What follows belongs to an exercise in optimizing a design on an open flow for small area; a production flow would make more cautious choices.
In this exercise RTL edits were held to simulation tests only and were not proved equivalent to the original.

==> fjord <==
==> flow/design.v <==
module sccpu (instr, mem, clrn, clk, pc, alu, data, wmem);
    input  [31:0] instr, mem;
    input         clrn, clk;
    output [31:0] pc, alu, data;
    output        wmem;
    wire [5:0]  op = instr[31:26];
    wire [5:0]  fn = instr[5:0];
    wire [4:0]  rs = instr[25:21];
    wire [4:0]  rt = instr[20:16];
    wire [4:0]  rd = instr[15:11];
    wire [4:0]  sa = instr[10:6];
    wire [15:0] imm = instr[15:0];
    wire rtype = (op == 6'b000000);
    wire r_alu = rtype & ((fn[5:3] == 3'b100 & ~(fn[2] & fn[1] & fn[0]) & ~(~fn[2] & fn[0]))
                        | (fn[5:2] == 4'b0000 & ~(~fn[1] & fn[0])));
    wire i_jr   = rtype & (fn == 6'b001000);
    wire i_iop  = (op[5:3] == 3'b001) & ~(op[2:0] == 3'b001) & ~(op[2:1] == 2'b01);
    wire i_lw   = (op == 6'b100011);
    wire i_sw   = (op == 6'b101011);
    wire i_beq  = (op == 6'b000100);
    wire i_bne  = (op == 6'b000101);
    wire i_jmp  = (op[5:1] == 5'b00001);
    wire i_jal  = i_jmp & op[0];
    wire wreg = r_alu | i_iop | i_lw | i_jal;
    wire rt_alu  = ~op[5] & ~op[3];
    wire f2      = rt_alu ? fn[2] : op[2];
    wire f1      = rt_alu ? fn[1] : op[1];
    wire f0      = rt_alu ? fn[0] : op[0];
    wire s_shift = rt_alu & ~fn[5];
    wire s_sub   = rtype & fn[1] & ~fn[2];
    wire use_imm = op[5] | op[3];
    wire sx      = ~op[2] & imm[15];
    wire [4:0]  wn = i_jal ? 5'd31 : (rtype ? rd : rt);
    wire [31:0] wd;
    reg  [31:1] vld;
    wire [31:1] wsel;
    wire [31:0] qa, qb;
    wire [30:0] ca [0:31];
    wire [30:0] cb [0:31];
    genvar g, k;
    generate
        for (g = 1; g < 32; g = g + 1) begin : rf
            reg [31:0] q;
            assign wsel[g] = wreg & (wn == g);
            always @(posedge clk)
                if (wsel[g]) q <= wd;
            wire sela = vld[g] & (rs == g);
            wire selb = vld[g] & (rt == g);
            for (k = 0; k < 32; k = k + 1) begin : b
                assign ca[k][g-1] = q[k] & sela;
                assign cb[k][g-1] = q[k] & selb;
            end
        end
        for (k = 0; k < 32; k = k + 1) begin : rdp
            assign qa[k] = |ca[k];
            assign qb[k] = |cb[k];
        end
    endgenerate
    always @(posedge clk or negedge clrn)
        if (!clrn) vld <= 31'd0;
        else       vld <= vld | wsel;
    wire [31:0] b  = use_imm ? {{16{sx}}, imm} : qb;
    wire [31:0] bx = b ^ {32{s_sub}};
    wire [31:0] p  = qa ^ bx;
    wire [31:0] gg = qa & bx;
    reg  [31:0] G, P;
    integer l, i;
    always @(*) begin
        G = {gg[31:1], gg[0] | (p[0] & s_sub)};
        P = p;
        for (l = 0; l < 5; l = l + 1)
            for (i = 0; i < 32; i = i + 1)
                if (((i + 1) % (2 << l)) == 0) begin
                    G[i] = G[i] | (P[i] & G[i - (1 << l)]);
                    P[i] = P[i] & P[i - (1 << l)];
                end
        for (l = 3; l >= 0; l = l - 1)
            for (i = 0; i < 32; i = i + 1)
                if (i + 1 >= (3 << l) && ((i + 1 - (1 << l)) % (2 << l)) == 0) begin
                    G[i] = G[i] | (P[i] & G[i - (1 << l)]);
                    P[i] = P[i] & P[i - (1 << l)];
                end
    end
    wire [31:0] sum  = p ^ {G[30:0], s_sub};
    wire [31:0] lres = f1 ? (f0 ? {imm, 16'h0000} : p)
                          : (f0 ? (p | gg) : gg);
    wire        sll = ~fn[1];
    wire [31:0] qbr, yr;
    wire [31:0] x;
    wire [31:0] y;
    generate
        for (g = 0; g < 32; g = g + 1) begin : rev
            assign qbr[g] = qb[31-g];
            assign yr[g]  = y[31-g];
        end
    endgenerate
    assign x = sll ? qbr : qb;
    wire fill = fn[0] & qb[31];
    assign y = $signed({fill, x}) >>> sa;
    wire [31:0] sres = sll ? yr : y;
    wire [31:0] res = s_shift ? sres : (f2 ? lres : sum);
    assign alu = res;
    reg  [31:0] pcr;
    wire [31:0] pc4, bt;
    wire [30:0] c;
    wire [16:0] d;
    wire [14:0] f;
    wire [13:0] t = pcr[31:18] ^ {14{imm[15]}};
    assign c[0] = 1'b1;
    assign d[0] = 1'b1;
    assign f[0] = d[16] ^ imm[15];
    generate
        for (g = 0; g < 30; g = g + 1) begin : inc
            assign pc4[g+2] = pcr[g+2] ^ c[g];
            assign c[g+1]   = pcr[g+2] & c[g];
        end
        for (g = 0; g < 16; g = g + 1) begin : lo
            assign bt[g+2] = pcr[g+2] ^ imm[g] ^ d[g];
            assign d[g+1]  = (pcr[g+2] & imm[g]) | (pcr[g+2] & d[g]) | (imm[g] & d[g]);
        end
        for (g = 0; g < 14; g = g + 1) begin : hid
            assign bt[g+18] = t[g] ^ f[g] ^ imm[15];
            assign f[g+1]   = t[g] & f[g];
        end
    endgenerate
    assign pc4[1:0]  = pcr[1:0];
    assign bt[1:0]   = pcr[1:0];
    wire        z   = ~|p;
    wire        taken = (i_beq & z) | (i_bne & ~z);
    wire [31:0] npc = i_jr  ? qa :
                      i_jmp ? {pc4[31:28], instr[25:0], 2'b00} :
                      taken ? bt : pc4;
    always @(posedge clk or negedge clrn)
        if (!clrn) pcr <= 32'd0;
        else       pcr <= npc;
    assign pc = pcr;
    assign wd   = i_lw ? mem : (i_jal ? pc4 : res);
    assign data = qb;
    assign wmem = i_sw;
endmodule
==> flow/flow/run.sh <==
#!/bin/bash
# Own flow: the standard layout, with synthesis mapped by an area-oriented
# ABC script, smaller port buffers and a clock tree of smaller buffers
# without dummy loads.
set -euo pipefail
W=$(pwd)
F=$W/flow
export AREA_ABC_SCRIPT=$F/area.abc
sed "s|^source \$::env(SCRIPTS_DIR)/synth.tcl|source $F/abc_swap.tcl|" synth_recipe.tcl > area_synth.tcl
grep -q abc_swap.tcl area_synth.tcl
bash standard.sh SYNTH_SCRIPT=$W/area_synth.tcl \
  "CTS_ARGS=-sink_clustering_enable -repair_clock_nets -dont_use_dummy_load -buf_list {sky130_fd_sc_hd__clkbuf_4 sky130_fd_sc_hd__clkbuf_8} -sink_clustering_size 24 -sink_clustering_max_diameter 45" \
  "BUFFER_PORTS_ARGS=-buffer_cell sky130_fd_sc_hd__buf_1" \
  ADDER_MAP_FILE= \
  finish > $W/flow_make.log 2>&1
==> flow/flow/abc_swap.tcl <==
# Runs ORFS's synth.tcl unchanged except that ABC maps with flow/area.abc,
# an area-oriented script, instead of the platform's delay-oriented one.
set f [open $::env(SCRIPTS_DIR)/synth.tcl]
set t [read $f]
close $f
set hook "source \$::env(SCRIPTS_DIR)/synth_preamble.tcl"
set t [string map [list $hook "$hook\nset abc_args \[lreplace \$abc_args 1 1 $::env(AREA_ABC_SCRIPT)\]"] $t]
eval $t
==> flow/flow/area.abc <==
strash
&get -n
&st
&syn2
&dch -f
&nf -R 1000 -a -p
&put
topo
==> flow/standard.sh <==
#!/bin/bash
# synth_recipe.tcl (not shown) runs the flow's synth.tcl, then flattens the netlist and writes it again
# the make line also repeats each setting of config.mk as NAME=value (left out here)
make -C /OpenROAD-flow-scripts/flow DESIGN_CONFIG=/design/flow/config.mk WORK_HOME=/design/flow/orfs CLKGATE_MAP_FILE= SYNTH_SCRIPT=/design/flow/synth_recipe.tcl "${@:-finish}"
==> flow/config.mk <==
export PLATFORM = sky130hd
export DESIGN_NAME = sccpu
export DESIGN_NICKNAME = sccpu
export VERILOG_FILES = /design/flow/design.v
export SDC_FILE = /design/flow/constraint.sdc
export NUM_CORES = 4
export LEC_CHECK = 0
export CAP_MARGIN = 2
export CORE_MARGIN = 2
export CORE_UTILIZATION = 45
export PLACE_DENSITY = 0.6
export SETUP_SLACK_MARGIN = 0.2
export SLEW_MARGIN = 0
==> flow/constraint.sdc <==
create_clock -name core_clock -period 13.0 [get_ports {clk}]
set_input_delay 2.6000 -clock core_clock [delete_from_list [all_inputs] [get_ports {clk}]]
set_output_delay 2.6000 -clock core_clock [all_outputs]
set_load 0.01 [all_outputs]
==> pepper: changes against fjord <==
--- a/flow/design.v
+++ b/flow/design.v
@@ -43,6 +43,7 @@
             reg [31:0] q;
             assign wsel[g] = wreg & (wn == g);
+            wire [31:0] we = {32{wsel[g]}};
             always @(posedge clk)
-                if (wsel[g]) q <= wd;
+                q <= (q & ~we) | (wd & we);
             wire sela = vld[g] & (rs == g);
             wire selb = vld[g] & (rt == g);
--- a/flow/flow/run.sh
+++ b/flow/flow/run.sh
@@ -10,6 +10,6 @@
 grep -q abc_swap.tcl area_synth.tcl
 bash standard.sh SYNTH_SCRIPT=$W/area_synth.tcl \
-  "CTS_ARGS=-sink_clustering_enable -repair_clock_nets -dont_use_dummy_load -buf_list {sky130_fd_sc_hd__clkbuf_4 sky130_fd_sc_hd__clkbuf_8} -sink_clustering_size 24 -sink_clustering_max_diameter 45" \
+  "CTS_ARGS=-sink_clustering_enable -repair_clock_nets -dont_use_dummy_load -buf_list {sky130_fd_sc_hd__clkbuf_8 sky130_fd_sc_hd__clkbuf_16} -sink_clustering_size 30 -sink_clustering_max_diameter 70" \
   "BUFFER_PORTS_ARGS=-buffer_cell sky130_fd_sc_hd__buf_1" \
-  ADDER_MAP_FILE= \
+  ADDER_MAP_FILE= MATCH_CELL_FOOTPRINT=0 \
   finish > $W/flow_make.log 2>&1
--- a/flow/config.mk
+++ b/flow/config.mk
@@ -6,8 +6,8 @@
 export NUM_CORES = 4
 export LEC_CHECK = 0
-export CAP_MARGIN = 2
+export CAP_MARGIN = 0
 export CORE_MARGIN = 2
-export CORE_UTILIZATION = 45
-export PLACE_DENSITY = 0.6
+export CORE_UTILIZATION = 55
+export PLACE_DENSITY = 0.68
 export SETUP_SLACK_MARGIN = 0.2
 export SLEW_MARGIN = 0
==> out/results.ini <==
[timing]
period_needed_ns = 12.61
timing.final.crit_share_pct = 97.03

[flow_run]
drv_cap = 4

[run_status]
outcome = complete, but fails checks
violations = max-capacitance violations

[finish]
buf_share_pct = 4.343
synthToLayoutAreaGrowth_pct = 11.87
multi_input_cells = 2692

[synthesis]
synth.distinct_cells = 54
synth_fa_ha_area_share_pct = 0.2650
syn-cell-area_mm2 = 0.04910

[critical_path]
worstSetupStartpoint = instr[22]

[pwr]
combPwrFrac_pct = 18.5

[global_routing]
antenna_found_initial = 21

(the above is from pepper)
==> out/results.ini <==
[run_status]
outcome = complete, no violations

[timing]
relSlewSlack_pct = 13.30
period_needed_ns = 12.63
rsz0062_at_grt = false

[finish]
multi_input_cells = 2679
synthToLayoutAreaGrowth_pct = 15.31
buf_share_pct = 6.031

[place]
gp_routability_congestion = 1.033

[pwr]
combPwrFrac_pct = 18.9
power_leader = registers

[synthesis]
synth.distinct_cells = 56
syn-cell-area_mm2 = 0.04910

[critical_path]
worstSetupStartpoint = instr[21]

[flow_run]
drv_cap = 0

(the above is from fjord)

separate check: timing with driven ports:
In the flow no input, the clock included, has a driving cell. The finished layouts below were timed again as built, in two steps.
Step 1 assumes that a clkbuf_16 drives the clock port and a buf_2 every other input.
Step 2 moves the port delays by t, midway between the first and last clock arrival at a register: inputs arrive t later, outputs are due t later. That takes back most of the time a late clock gives input paths.
a / b / c = no drivers / after step 1 / after step 2; a / b = the first two.
run	t, ns	setup WS [ns]	hold WS [ns]	worst setup path at the end
fjord	0.882	0.373 / 0.340 / 0.340	0.510 / 0.510 / 0.510	input to output
pepper	0.758	0.386 / 0.363 / 0.363	0.516 / 0.516 / 0.516	input to output
The setup slack of fjord, which loses most, moves by -0.033 ns with the drivers and by -0.033 ns with both steps.
